From an optimization exercise on the open Yosys and OpenROAD flow, aimed at small area; shortcuts taken in it are not production practice.
Only simulation tests tie the RTL to the original design; equivalence was not proved.

Design cordic_pipeline_top, start of the top module:
module cordic_pipeline_top(
    input clk,
    input rst_n,
    input en,
    input mode,
    input [15:0] xi,
    input [15:0] yi,
    input [15:0] zi,
    output [15:0] xo,
    output [15:0] yo,
    output [15:0] zo,
    output valid
);
reg [5:0] valid_r;
always @(posedge clk or negedge rst_n)
    if (!rst_n) valid_r <= 6'b0;
    else valid_r <= {valid_r[4:0], en};
assign valid = valid_r[5];
wire d0 = mode ? yi[15] : ~zi[15];
wire [15:0] x1, y1;
add16_rca ux0(.a(xi), .b(yi ^ {16{d0}}), .ci(d0), .s(x1));
add16_rca uy0(.a(yi), .b(xi ^ {16{~d0}}), .ci(~d0), .s(y1));
wire [15:0] z1;
add16_rca uz0(.a(zi), .b(16'h3244 ^ {16{d0}}), .ci(d0), .s(z1));
reg [15:0] xr0, yr0, zr0;
reg mr0;
always @(posedge clk) begin
    xr0 <= x1;
    yr0 <= y1;
    zr0 <= z1;
    mr0 <= mode;
end
wire d1 = mr0 ? yr0[15] : ~zr0[15];
wire [15:0] x2, y2;
add16_rca ux1(.a(xr0), .b({{1{yr0[15]}}, yr0[15:1]} ^ {16{d1}}), .ci(d1), .s(x2));
add16_rca uy1(.a(yr0), .b({{1{xr0[15]}}, xr0[15:1]} ^ {16{~d1}}), .ci(~d1), .s(y2));
wire [15:0] z2;
add16_rca uz1(.a(zr0), .b(16'h1DAC ^ {16{d1}}), .ci(d1), .s(z2));
wire d2 = mr0 ? y2[15] : ~z2[15];
wire [15:0] x3, y3;
add16_rca ux2(.a(x2), .b({{2{y2[15]}}, y2[15:2]} ^ {16{d2}}), .ci(d2), .s(x3));
add16_rca uy2(.a(y2), .b({{2{x2[15]}}, x2[15:2]} ^ {16{~d2}}), .ci(~d2), .s(y3));
wire [15:0] z3;
add16_rca uz2(.a(z2), .b(16'h0FAE ^ {16{d2}}), .ci(d2), .s(z3));
reg [15:0] xr1, yr1, zr1;
reg mr1;
always @(posedge clk) begin
    xr1 <= x3;
    yr1 <= y3;
    zr1 <= z3;
    mr1 <= mr0;
end
wire d3 = mr1 ? yr1[15] : ~zr1[15];
wire [15:0] x4, y4;
add16_rca ux3(.a(xr1), .b({{3{yr1[15]}}, yr1[15:3]} ^ {16{d3}}), .ci(d3), .s(x4));
add16_rca uy3(.a(yr1), .b({{3{xr1[15]}}, xr1[15:3]} ^ {16{~d3}}), .ci(~d3), .s(y4));
wire [15:0] z4;
add16_rca uz3(.a(zr1), .b(16'h07F5 ^ {16{d3}}), .ci(d3), .s(z4));
wire d4 = mr1 ? y4[15] : ~z4[15];
wire [15:0] x5, y5;
add16_rca ux4(.a(x4), .b({{4{y4[15]}}, y4[15:4]} ^ {16{d4}}), .ci(d4), .s(x5));
add16_rca uy4(.a(y4), .b({{4{x4[15]}}, x4[15:4]} ^ {16{~d4}}), .ci(~d4), .s(y5));
wire [15:0] z5;
add16_rca uz4(.a(z4), .b(16'h03FF ^ {16{d4}}), .ci(d4), .s(z5));
reg [15:0] xr2, yr2, zr2;
reg mr2;
always @(posedge clk) begin
    xr2 <= x5;
    yr2 <= y5;
  ...
Size: ~4400 cells after synthesis, roughly 300 flip-flops, ~100 I/O pins.
==> flow/config.mk <==
export PLATFORM = sky130hd
export DESIGN_NAME = cordic_pipeline_top
export DESIGN_NICKNAME = cordic_pipeline_top
export VERILOG_FILES = /design/flow/design.v
export SDC_FILE = /design/flow/constraint.sdc
export NUM_CORES = 4
export LEC_CHECK = 0
export ABC_AREA = 1
export CAP_MARGIN = 20
export CORE_MARGIN = 2
export CORE_UTILIZATION = 55
export CTS_BUF_LIST = sky130_fd_sc_hd__clkbuf_8 sky130_fd_sc_hd__clkbuf_16
export CTS_CLUSTER_DIAMETER = 100
export CTS_CLUSTER_SIZE = 30
export SLEW_MARGIN = 20
==> flow/constraint.sdc <==
create_clock -name core_clock -period 8.0 [get_ports {clk}]
set_input_delay 1.6000 -clock core_clock [delete_from_list [all_inputs] [get_ports {clk}]]
set_output_delay 1.6000 -clock core_clock [all_outputs]
set_load 0.01 [all_outputs]
standard.sh (not shown) runs the stock make flow with config.mk's settings and CLKGATE_MAP_FILE= SYNTH_SCRIPT=/design/flow/synth_recipe.tcl, a recipe that flattens the netlist after the stock synthesis.
==> flow/flow/run.sh <==
#!/bin/bash
# The standard layout (standard.sh), with these changes:
#  - synthesis leaves the adders to ABC (no full/half adder cells extracted first) and maps in
#    two passes with delay-targeted area scripts: the logic next to the ports with
#    flow/abc_area_io.script, the rest with flow/abc_area_d.script (flow/synth.tcl is
#    synth_recipe.tcl plus that one change);
#  - the port buffers use the smallest buffer cell.
set -euo pipefail
W=$PWD
export ADDER_MAP_FILE=
export BUFFER_PORTS_ARGS="-buffer_cell sky130_fd_sc_hd__buf_1"
export MY_ABC_SCRIPT="$W/flow/abc_area_d.script"
export MY_ABC_SCRIPT_IO="$W/flow/abc_area_io.script"
sed "s|SYNTH_SCRIPT=[^ ]*|SYNTH_SCRIPT=$W/flow/synth.tcl|" standard.sh > my_standard.sh
grep -q "SYNTH_SCRIPT=$W/flow/synth.tcl" my_standard.sh
bash my_standard.sh > standard_flow.log 2>&1
==> flow/flow/abc_area_d.script <==
strash
dch
map -B 0.9
topo
stime -c
buffer -c
upsize -c
dnsize -c
==> flow/flow/abc_area_io.script <==
strash
dch
map -B 0.9 -D 6000
topo
stime -c
buffer -c
upsize -c -D 6000
dnsize -c -D 6000
==> flow/flow/synth.tcl <==
proc synth {args} { yosys synth -nofsm -noshare {*}$args }
# ABC maps in two passes with delay-targeted area scripts: first the logic between the ports
# and the registers (whose paths also carry the input and output delays) with
# MY_ABC_SCRIPT_IO, then everything else with MY_ABC_SCRIPT.
proc abc {args} {
  set i [lsearch -exact $args -script]
  if { $i >= 0 && [info exists ::env(MY_ABC_SCRIPT)] } {
    set a_in [lreplace $args [expr {$i + 1}] [expr {$i + 1}] $::env(MY_ABC_SCRIPT_IO)]
    set a_rest [lreplace $args [expr {$i + 1}] [expr {$i + 1}] $::env(MY_ABC_SCRIPT)]
    set ff {sky130_fd_sc_hd__dfxtp_1 sky130_fd_sc_hd__dfrtp_1}
    yosys select -set ffs {*}[lmap c $ff {string cat t:$c}]
    yosys select -set iocone o:* %ci*:-sky130_fd_sc_hd__dfxtp_1\[Q\]:-sky130_fd_sc_hd__dfrtp_1\[Q\] i:* %co*:-sky130_fd_sc_hd__dfxtp_1\[D,CLK\]:-sky130_fd_sc_hd__dfrtp_1\[D,CLK,RESET_B\] %u @ffs %d
    yosys abc {*}$a_in @iocone
    yosys abc {*}$a_rest
  } else {
    yosys abc {*}$args
  }
}
source $::env(SCRIPTS_DIR)/synth.tcl
# left out here: clear keep_hierarchy, flatten, clean up, hide names made inside functions, write 1_2_yosys.v
Change:
==> flow/flow/abc_area_d.script (replaced) <==
strash
dch
map -B 0.9 -D 7000
topo
stime -c
buffer -c
upsize -c -D 7000
dnsize -c -D 7000
Result:
- The new run finished clean
- routed wire length increases by about 2.6%
- synthesized area decreases by 4.2%
- core utilization increases by 5.5 points
- worst setup slack gets worse by 0.15 ns
- clock-buffer cell count does not change
- final cell count increases by 2.7%
Change:
==> flow/flow/abc_area_d.script (replaced) <==
strash
dch
map -B 0.9
topo
stime -c
dnsize -c
- CORE_UTILIZATION: 55 -> 65
- CTS_BUF_LIST: sky130_fd_sc_hd__clkbuf_8 sky130_fd_sc_hd__clkbuf_16 -> sky130_fd_sc_hd__clkbuf_8
- CTS_CLUSTER_DIAMETER: 100 -> 80
- CTS_CLUSTER_SIZE: 30 -> 18
The changed run completed without violations. Non-clock buffer count went down by 60. Synthesized cell count went down slightly. Wire length went down by a few percent. Die area went down by about a fifth. Worst hold slack loses 0.0073 ns. Sequential share of layout area went up by 0.44 points. Core utilization went up by 11 points. Clock-buffer cell count went up by 9.

## afterwards: timing with drivers on the ports
Ports are ideal in the flow. The routed layouts listed here were re-timed in OpenROAD.
Step 1: set_driving_cell puts a clkbuf_16 on clk and a buf_2 on each other input, an assumption about the parent block.
Step 2 times the ports against the registers' clock, not the clock port: input delays grow and output delays shrink by t, the midpoint of the rising clock arrivals with the driver on.
Slacks: ideal / step 1 / step 2; pairs: ideal / step 1.
run | t (ns) | slack for setup (ns) | latest minus earliest clock arrival (ns)
the first run | 0.581 | 0.712 / 0.712 / 0.712 | 0.018 / 0.018
the second run | 0.586 | 0.560 / 0.560 / 0.560 | 0.024 / 0.024
the third run | 0.649 | 0.513 / 0.513 / 0.513 | 0.025 / 0.025
After both steps setup and hold are still met in every run listed.
